This design comes from an exercise in tuning for small area, a short achievable clock period and few clock cycles per item on the open sky130 flow, not from production work. RTL that was checked went through simulation tests only; none was proved equivalent to the original. Power figures rest on the tool's default switching activity, not on a simulated workload.

==> flow/design.v (excerpt) <==
module cnm_top (
    input  logic               clk,
    input  logic               rst,
    input  logic               in_valid,
    input  logic signed [7:0]  rea,
    input  logic signed [7:0]  ima,
    input  logic signed [7:0]  req,
    input  logic signed [7:0]  imq,
    output logic               out_valid,
    output logic signed [15:0] rep,
    output logic signed [15:0] imp
);
For scale: about 840 cells after synthesis, about 150 flip-flops, ~68 I/O pins, roughly 0.0098 mm2 of cells after synthesis.
clock: 7.0 ns
lec_check: 0
cap_margin: 20
core_margin: 2
core_utilization: 40
cts_buf_list: sky130_fd_sc_hd__clkbuf_4 sky130_fd_sc_hd__clkbuf_8
setup_slack_margin: 4.65
slew_margin: 20
synth_hierarchical: 1
standard.sh (not shown) runs the stock make flow with config.mk's settings and CLKGATE_MAP_FILE= SYNTH_SCRIPT=/design/flow/synth_recipe.tcl, a recipe that flattens the netlist after the stock synthesis.
==> flow/flow/run.sh <==
#!/bin/bash
# Own layout flow: the standard flow (standard synthesis, same steps and
# settings) with these changes:
#  - after the floorplan step, combinational cells that synthesis mapped at a
#    larger drive strength are set back to drive strength 1 (downsize.tcl);
#    the standard repair steps that follow upsize where timing needs it;
#  - the port buffers are the small sky130 buf_1 cell instead of the delay
#    cell buffer_ports picks by default (every input and output port still
#    gets its own buffer; repair may resize them);
#  - clock tree synthesis adds no dummy loads.
set -euo pipefail
export BUFFER_PORTS_ARGS="-buffer_cell sky130_fd_sc_hd__buf_1"
export CTS_ARGS="-sink_clustering_enable -repair_clock_nets -dont_use_dummy_load -buf_list {sky130_fd_sc_hd__clkbuf_4 sky130_fd_sc_hd__clkbuf_8}"
bash standard.sh floorplan > flow_make_floorplan.log 2>&1
RESULTS=orfs/results/$FLOW_PLATFORM/cnm_top/base \
LIB=$FLOW_HOME/platforms/$FLOW_PLATFORM/lib/sky130_fd_sc_hd__tt_025C_1v80.lib \
  openroad -no_init -exit flow/downsize.tcl > downsize.log 2>&1
touch orfs/results/$FLOW_PLATFORM/cnm_top/base/2_floorplan.odb
bash standard.sh > flow_make.log 2>&1
==> flow/flow/downsize.tcl <==
# Set every combinational cell of the synthesized, floorplanned design to its
# drive-strength-1 variant (same function and footprint family). The flow's
# later repair steps upsize again where timing needs it. Registers, clock and
# tap cells are left alone.
set results $::env(RESULTS)
read_liberty $::env(LIB)
read_db $results/2_floorplan.odb
set n 0
foreach inst [get_cells *] {
  set ref [get_property $inst ref_name]
  if {![regexp {^(sky130_fd_sc_hd__([a-z0-9]+))_([0-9]+)$} $ref -> base fn drive]} continue
  if {$drive <= 1} continue
  if {[regexp {^(df|ed|sd|dl|clk|tap|fill|decap|conb|probe|lpflow|buf|inv|bufinv|dly)} $fn]} continue
  set lc [get_lib_cells -quiet ${base}_1]
  if {$lc eq ""} continue
  replace_cell $inst $lc
  incr n
}
puts "downsized $n cells"
write_db $results/2_floorplan.odb
The baseline ran to the end with no violations.
Change:
SETUP_SLACK_MARGIN = 4.5   (was 4.65)
Outcome:
- hold slack gains 0.023 ns
- critical path depth does not change
- power drops by 3.4%
- global-route usage decreases by 0.77 points
- routed wire length came out lower by about 5%
- non-clock buffer count went down by 66
- area after synthesis does not change
- fmax drops by about 4%
- count of clock-buffer cells in the layout stays the same
Function was not checked in any run of this note: the RTL went through the layout flow alone.

---

Another version of the RTL of cnm_top (not shown whole).
For scale: roughly 820 cells after synthesis, ~150 flip-flops, ~68 I/O pins, roughly 9800 µm² of cells after synthesis.
// cnm_top
module cnm_top (
    input  logic               clk,
    input  logic               rst,
    input  logic               in_valid,
    input  logic signed [7:0]  rea,
    input  logic signed [7:0]  ima,
    input  logic signed [7:0]  req,
    input  logic signed [7:0]  imq,
    output logic               out_valid,
    output logic signed [15:0] rep,
    output logic signed [15:0] imp
);
    logic [7:0] rea_r, ima_r;
    logic rep_b1;
    logic rep_b2;
    logic rep_b3;
    logic rep_b4;
    logic rep_b5;
    logic rep_b6;
    logic rep_b7;
    logic rep_b8;
    logic rep_b9;
    logic rep_b10;
    logic rep_b11;
    logic rep_b12;
    logic rep_b13;
    logic rep_b14;
    logic rep_b15;
    logic rep_b16;
    logic rep_b17;
    logic rep_b18;
    logic rep_b19;
    logic rep_b20;
    logic rep_b21;
    logic rep_b22;
    logic rep_b23;
    logic rep_b24;
    logic rep_b25;
    logic rep_b26;
    logic rep_b27;
    logic rep_b28;
    logic rep_b29;
    logic rep_b30;
    logic rep_b31;
    logic rep_b32;
    logic rep_b33;
    logic rep_b34;
    logic rep_b35;
    logic rep_b36;
    logic rep_b37;
    logic rep_b38;
    logic rep_b39;
    logic rep_b40;
    logic rep_b41;
    logic rep_b42;
    logic rep_b43;
    logic rep_b44;
    logic rep_b45;
    logic rep_b46;
    logic rep_b47;
    logic rep_b48;
    logic rep_b49;
    logic rep_b50;
    logic rep_b51;
    logic rep_b52;
    logic rep_b53;
    logic rep_b54;
    logic rep_b55;
    logic rep_b56;
    logic rep_b57;
    logic rep_b58;
    logic rep_b59;
    logic rep_b60;
    logic rep_b61;
    logic rep_b62;
    logic rep_b63;
    logic rep_b64;
    logic rep_b65;
    logic rep_b66;
    logic rep_b67;
    logic rep_b68;
    logic rep_b69;
    logic rep_b70;
    logic rep_b71;
    logic rep_b72;
    logic n73;
    logic rep_s74;
    logic rep_c75;
    logic n76;
    logic rep_s77;
    logic rep_c78;
    logic rep_s79;
    logic rep_c80;
  ...
export LEC_CHECK = 0
export CAP_MARGIN = 20
export CORE_MARGIN = 2
export CORE_UTILIZATION = 40
export CTS_BUF_LIST = sky130_fd_sc_hd__clkbuf_4 sky130_fd_sc_hd__clkbuf_8
export SETUP_SLACK_MARGIN = 4.4
export SLEW_MARGIN = 20
export SYNTH_HIERARCHICAL = 1
create_clock -name core_clock -period 7.0 [get_ports {clk}]
Scripts as last shown in full above: flow/flow/run.sh, flow/flow/downsize.tcl
The first run went through all stages and came out clean.
Testbench counts at the start, summed over its fixed seeds: cycles 16,024, items 16,000.
Edit:
==> flow/flow/run.sh (replaced) <==
#!/bin/bash
# Own layout flow: the standard flow (standard synthesis, same steps and
# settings) with two changes:
#  - the port buffers are the small sky130 buf_1 cell instead of the delay
#    cell buffer_ports picks by default (every input and output port still
#    gets its own buffer; repair may resize them);
#  - clock tree synthesis adds no dummy loads.
set -euo pipefail
export BUFFER_PORTS_ARGS="-buffer_cell sky130_fd_sc_hd__buf_1"
export CTS_ARGS="-sink_clustering_enable -repair_clock_nets -dont_use_dummy_load -buf_list {sky130_fd_sc_hd__clkbuf_4 sky130_fd_sc_hd__clkbuf_8}"
export RECOVER_POWER=100
bash standard.sh > flow_make.log 2>&1
Settings changed: SETUP_SLACK_MARGIN 4.4 to 4.5.
removed: flow/flow/downsize.tcl
This time the run completed, yet does not pass: max-capacitance violations, max-slew violations.
Sequential power hardly moves.
Synthesized cell count does not change.
Maximum frequency goes down by 25%.
Worst setup slack loses 0.85 ns.
Final area goes up by about 4%.
Sequential share of layout area goes down by 0.71 points.
Clock power goes up by about 4%.
Critical path depth does not change.
Utilization goes up by 1.6 points.
Edit:
--- a/flow/flow/run.sh
+++ b/flow/flow/run.sh
@@ -10,2 +10 @@
-export CTS_ARGS="-sink_clustering_enable -repair_clock_nets -dont_use_dummy_load -buf_list {sky130_fd_sc_hd__clkbuf_4 sky130_fd_sc_hd__clkbuf_8}"
-export RECOVER_POWER=100
+export CTS_ARGS="-sink_clustering_enable -repair_clock_nets -dont_use_dummy_load -buf_list {sky130_fd_sc_hd__clkbuf_8}"
=> Now the flow finished with timing, DRC and antenna clean. Via count is about the same. Worst hold slack barely changes. Synthesized area does not change. Wire length went down slightly. Clock power stays flat. Sequential power hardly moves. Flip-flop and latch count does not change. Worst setup slack gets better by 0.96 ns.
Edit:
--- a/flow/flow/run.sh
+++ b/flow/flow/run.sh
@@ -10 +10 @@
-export CTS_ARGS="-sink_clustering_enable -repair_clock_nets -dont_use_dummy_load -buf_list {sky130_fd_sc_hd__clkbuf_8}"
+export CTS_ARGS="-sink_clustering_enable -repair_clock_nets -dont_use_dummy_load -buf_list {sky130_fd_sc_hd__clkbuf_4 sky130_fd_sc_hd__clkbuf_8}"
Settings changed: CORE_UTILIZATION 40 to 60.
=> The changed run completed with no timing, DRC or antenna violations. Sequential share of layout area went up by 0.53 points. Flip-flop and latch count is unchanged. Total power climbs by 0.70%. Via count rises by 3.6%. Clock power came out lower by about 3%. Design area goes down by 1.3%. Worst setup slack got worse by 0.053 ns. Clock-buffer cell count stays the same. Routed wire length climbs by 1.5%. Hold slack improves by 0.023 ns.

re-timing with driven ports:
How much do the figures lean on ideal ports? The routed layouts below were timed once more, with nothing changed but the port constraints. Step 1, drivers: a clkbuf_16 drives clk and a buf_2 each remaining input, both assumed. Step 2 moves the port delays by t, midway between the first and last clock arrival at a register: inputs arrive t later, outputs are due t later. That takes back most of the time a late clock gives input paths. Slacks: no drivers / after step 1 / after step 2; pairs: no drivers / after step 1.
run | t (ns) | slack for setup (ns) | slew at the worst register clock pin (ns)
the first run of note 1 | 0.481 | 4.652 / 4.652 / 4.652 | 0.10 / 0.10
the second run of note 1 | 0.469 | 4.554 / 4.554 / 4.554 | 0.09 / 0.09
the first run of note 2 | 0.473 | 4.487 / 4.487 / 4.487 | 0.09 / 0.09
the second run of note 2 | 0.496 | 3.638 / 3.638 / 3.638 | 0.08 / 0.08
the third run of note 2 | 0.492 | 4.597 / 4.597 / 4.597 | 0.08 / 0.08
the fourth run of note 2 | 0.477 | 4.543 / 4.543 / 4.543 | 0.09 / 0.09
